Background: an optimization exercise with open tools, aiming at small area and a short achievable clock period. Do not read the settings as production practice. Function was checked by simulation only, so behaviour that the tests miss may differ from the original.

== v11 ==
Design bit_fifo, start of the top module:
module bit_fifo (
    input          clk,
    input          rst_n,
    input          data_fifo_init_en,
    input  [191:0] data_fifo_init_val,
    output [191:0] data_fifo,
    input          num_bits_init_en,
    input  [7:0]   num_bits_init_val,
    output [7:0]   num_bits,
    input  [47:0]  data_in,
    input  [5:0]   data_in_num_bits,
    input          data_in_wr,
    input  [5:0]   data_out_num_bits,
    input          data_out_rd,
    output [47:0]  data_out,
    output         wr_error,
    output         rd_error
    );
Size: roughly 3100 cells after synthesis, ~210 flip-flops, ~0.021 mm2 of cells after synthesis.
==> flow/config.mk <==
export PLATFORM = sky130hd
export DESIGN_NAME = bit_fifo
export DESIGN_NICKNAME = bit_fifo
export VERILOG_FILES = /design/flow/design.v
export SDC_FILE = /design/flow/constraint.sdc
export NUM_CORES = 4
export LEC_CHECK = 0
export CAP_MARGIN = 20
export CORE_MARGIN = 2
export CORE_UTILIZATION = 40
export CTS_BUF_LIST = sky130_fd_sc_hd__clkbuf_8
export PLACE_DENSITY = 0.6
export SETUP_SLACK_MARGIN = 3.0
export SLEW_MARGIN = 20
export SYNTH_HIERARCHICAL = 1
export SYNTH_MINIMUM_KEEP_SIZE = 0
==> flow/constraint.sdc <==
create_clock -name core_clock -period 8.0 [get_ports {clk}]
set_input_delay 1.6000 -clock core_clock [delete_from_list [all_inputs] [get_ports {clk}]]
set_output_delay 1.6000 -clock core_clock [all_outputs]
set_load 0.01 [all_outputs]
standard.sh (not shown) runs the stock make flow with config.mk's settings and CLKGATE_MAP_FILE= SYNTH_SCRIPT=/design/flow/synth_recipe.tcl, a recipe that flattens the netlist after the stock synthesis.
==> flow/flow/run.sh <==
#!/bin/bash
# Own flow: the standard layout (standard.sh), with these changes:
#  - synthesis (hierarchical, flattened at the end as synth_recipe.tcl does):
#    the control modules (bit_fifo_ctrl, bit_fifo_le6, bit_fifo_gt) are mapped with a
#    delay-oriented ABC script (flow/abc_fast.script); everything else (shifter stages, top) with an area-oriented one
#    (flow/abc_area.script) that may not use the non-inverting AOI/mux cells, so
#    each inverting mux stage maps to o22ai/a22oi; the final OR with the preload
#    with the area script and every cell. No full/half-adder extraction
#    (ADDER_MAP_FILE empty). Everything else in synth_recipe.tcl is unchanged, so
#    the registers, their names and cell types are the same;
#  - ports are buffered with the smallest buffer (BUFFER_PORTS_ARGS);
#  - the flow runs in two parts: up to clock tree synthesis with config.mk's
#    SETUP_SLACK_MARGIN, then the rest (global route onwards) with a margin of 2.8,
#    so the repair after global route only works on the worst paths.
# Each tool's full output stays in orfs/logs/; make's own output goes to flow_make.log.
set -euo pipefail
W=$(pwd)
cat > "$W/own_synth.tcl" <<EOT
proc abc {args} {
  set i [lsearch -exact \$args -script]
  set area \$args
  lset area [expr {\$i + 1}] {$W/flow/abc_area.script}
  set fast \$args
  lset fast [expr {\$i + 1}] {$W/flow/abc_fast.script}
  set inv \$area
  foreach c {o22a_* a22o_* mux2_* mux2i_*} { lappend inv -dont_use sky130_fd_sc_hd__\$c }
  yosys abc {*}\$fast bit_fifo_ctrl bit_fifo_le6 *bit_fifo_gt*
  yosys abc {*}\$area bit_fifo_final
  yosys abc {*}\$inv
}
source {$W/synth_recipe.tcl}
EOT
sed -e "s#SYNTH_SCRIPT=[^ ]*#SYNTH_SCRIPT=$W/own_synth.tcl ADDER_MAP_FILE=#" \
    -e "s#^make -C #make BUFFER_PORTS_ARGS='-buffer_cell sky130_fd_sc_hd__buf_1' -C #" \
    standard.sh > "$W/own_standard.sh"
sed -e "s#SETUP_SLACK_MARGIN=[^ ]*#SETUP_SLACK_MARGIN=2.8#" "$W/own_standard.sh" > "$W/own_standard2.sh"
bash "$W/own_standard.sh" cts > "$W/flow_make.log" 2>&1
bash "$W/own_standard2.sh" "$@" > "$W/flow_make2.log" 2>&1
==> flow/flow/abc_area.script <==
strash
dch
amap -F 10 -A 30
topo
stime -c
==> flow/flow/abc_fast.script <==
strash
dch
map
topo
buffer -c
upsize -c
dnsize -c
> inputs changed (v11 -> v19)
-- flow/flow/run.sh --
<<< v11, line 11
#  - ports are buffered with the smallest buffer (BUFFER_PORTS_ARGS);
#  - the flow runs in two parts: up to clock tree synthesis with config.mk's
#    SETUP_SLACK_MARGIN, then the rest (global route onwards) with a margin of 2.8,
#    so the repair after global route only works on the worst paths.
# Each tool's full output stays in orfs/logs/; make's own output goes to flow_make.log.
>>> v19, line 11
#  - ports are buffered with the smallest buffer (BUFFER_PORTS_ARGS);
#  - the flow runs in two parts: up to clock tree synthesis with config.mk's
#    SETUP_SLACK_MARGIN, then the rest (global route onwards) with a margin of 2.9,
#    so the repair after global route only works on the worst paths.
# Each tool's full output stays in orfs/logs/; make's own output goes to flow_make.log.
<<< v11, line 34
    -e "s#^make -C #make BUFFER_PORTS_ARGS='-buffer_cell sky130_fd_sc_hd__buf_1' -C #" \
    standard.sh > "$W/own_standard.sh"
sed -e "s#SETUP_SLACK_MARGIN=[^ ]*#SETUP_SLACK_MARGIN=2.8#" "$W/own_standard.sh" > "$W/own_standard2.sh"
bash "$W/own_standard.sh" cts > "$W/flow_make.log" 2>&1
bash "$W/own_standard2.sh" "$@" > "$W/flow_make2.log" 2>&1
>>> v19, line 34
    -e "s#^make -C #make BUFFER_PORTS_ARGS='-buffer_cell sky130_fd_sc_hd__buf_1' -C #" \
    standard.sh > "$W/own_standard.sh"
sed -e "s#SETUP_SLACK_MARGIN=[^ ]*#SETUP_SLACK_MARGIN=2.9#" "$W/own_standard.sh" > "$W/own_standard2.sh"
bash "$W/own_standard.sh" cts > "$W/flow_make.log" 2>&1
bash "$W/own_standard2.sh" "$@" > "$W/flow_make2.log" 2>&1
-- flow/config.mk --
<<< v11, line 11
export CTS_BUF_LIST = sky130_fd_sc_hd__clkbuf_8
export PLACE_DENSITY = 0.6
export SETUP_SLACK_MARGIN = 3.0
export SLEW_MARGIN = 20
export SYNTH_HIERARCHICAL = 1
>>> v19, line 11
export CTS_BUF_LIST = sky130_fd_sc_hd__clkbuf_8
export PLACE_DENSITY = 0.6
export SETUP_SLACK_MARGIN = 3.2
export SLEW_MARGIN = 20
export SYNTH_HIERARCHICAL = 1
Findings:
- Comparing v19 and v11, the lower data arrival at the endpoint of the critical path is on v19.
- Summary of v19 over v11: maximum net fanout on the critical path saw a decrease, number of combinational gates with multiple inputs saw little to no change, number of instances in the synthesized netlist saw little to no change, first-iteration DRC count saw a decrease, non-clock buffer count in the final layout saw an increase.
- The register fraction of the total cell area of v19 falls short of that of v11 by 0.60 points.
- [diff] wire length after detailed routing, v19 relative to v11: regression
- Cells: v19 has more instances than v11
--- input diff v19..v27 ---
-- flow/flow/run.sh --
<<< v19, line 11
#  - ports are buffered with the smallest buffer (BUFFER_PORTS_ARGS);
#  - the flow runs in two parts: up to clock tree synthesis with config.mk's
#    SETUP_SLACK_MARGIN, then the rest (global route onwards) with a margin of 2.9,
#    so the repair after global route only works on the worst paths.
# Each tool's full output stays in orfs/logs/; make's own output goes to flow_make.log.
>>> v27, line 11
#  - ports are buffered with the smallest buffer (BUFFER_PORTS_ARGS);
#  - the flow runs in two parts: up to clock tree synthesis with config.mk's
#    SETUP_SLACK_MARGIN, then the rest (global route onwards) with a margin of 3.0,
#    so the repair after global route only works on the worst paths.
# Each tool's full output stays in orfs/logs/; make's own output goes to flow_make.log.
<<< v19, line 34
    -e "s#^make -C #make BUFFER_PORTS_ARGS='-buffer_cell sky130_fd_sc_hd__buf_1' -C #" \
    standard.sh > "$W/own_standard.sh"
sed -e "s#SETUP_SLACK_MARGIN=[^ ]*#SETUP_SLACK_MARGIN=2.9#" "$W/own_standard.sh" > "$W/own_standard2.sh"
bash "$W/own_standard.sh" cts > "$W/flow_make.log" 2>&1
bash "$W/own_standard2.sh" "$@" > "$W/flow_make2.log" 2>&1
>>> v27, line 34
    -e "s#^make -C #make BUFFER_PORTS_ARGS='-buffer_cell sky130_fd_sc_hd__buf_1' -C #" \
    standard.sh > "$W/own_standard.sh"
sed -e "s#SETUP_SLACK_MARGIN=[^ ]*#SETUP_SLACK_MARGIN=3.0#" "$W/own_standard.sh" > "$W/own_standard2.sh"
bash "$W/own_standard.sh" cts > "$W/flow_make.log" 2>&1
bash "$W/own_standard2.sh" "$@" > "$W/flow_make2.log" 2>&1
Results
- Reported for v27 and v19, wire length of the first global-routing pass turned out identical to the last digit.
- Utilization v19 -> v27: up
- Changes observed in v27 relative to v19: cell area after layout has increased, routed via count up 314, post-detailed-route count of antenna-violating nets closely matched the old numbers.

-- static timing again, ports no longer ideal --
Ports are ideal in the flow. The routed layouts listed here were re-timed in OpenROAD. Step 1 sets driving cells, clkbuf_16 on the clock port and buf_2 on the other inputs (assumed; they add their load-dependent delay and slew). Step 2 moves the port delays by t, midway between the first and last clock arrival at a register: inputs arrive t later, outputs are due t later. That takes back most of the time a late clock gives input paths. Slacks: ideal / step 1 / step 2; pairs: ideal / step 1.
| run | t, ns | setup WS [ns] | worst register clock-pin slew, ns | worst slew at a driven data input, ns |
|---|---|---|---|---|
| v11 | 0.704 | 2.701 / 2.726 / 2.022 | 0.07 / 0.07 | 0.08 |
| v19 | 0.717 | 2.928 / 2.972 / 2.255 | 0.08 / 0.08 | 0.12 |
| v27 | 0.712 | 2.916 / 2.958 / 2.247 | 0.08 / 0.08 | 0.13 |
After both steps setup and hold are still met in every run listed. The setup slack of v11, which loses most, moves by +0.025 ns with the drivers and by -0.679 ns with both steps.
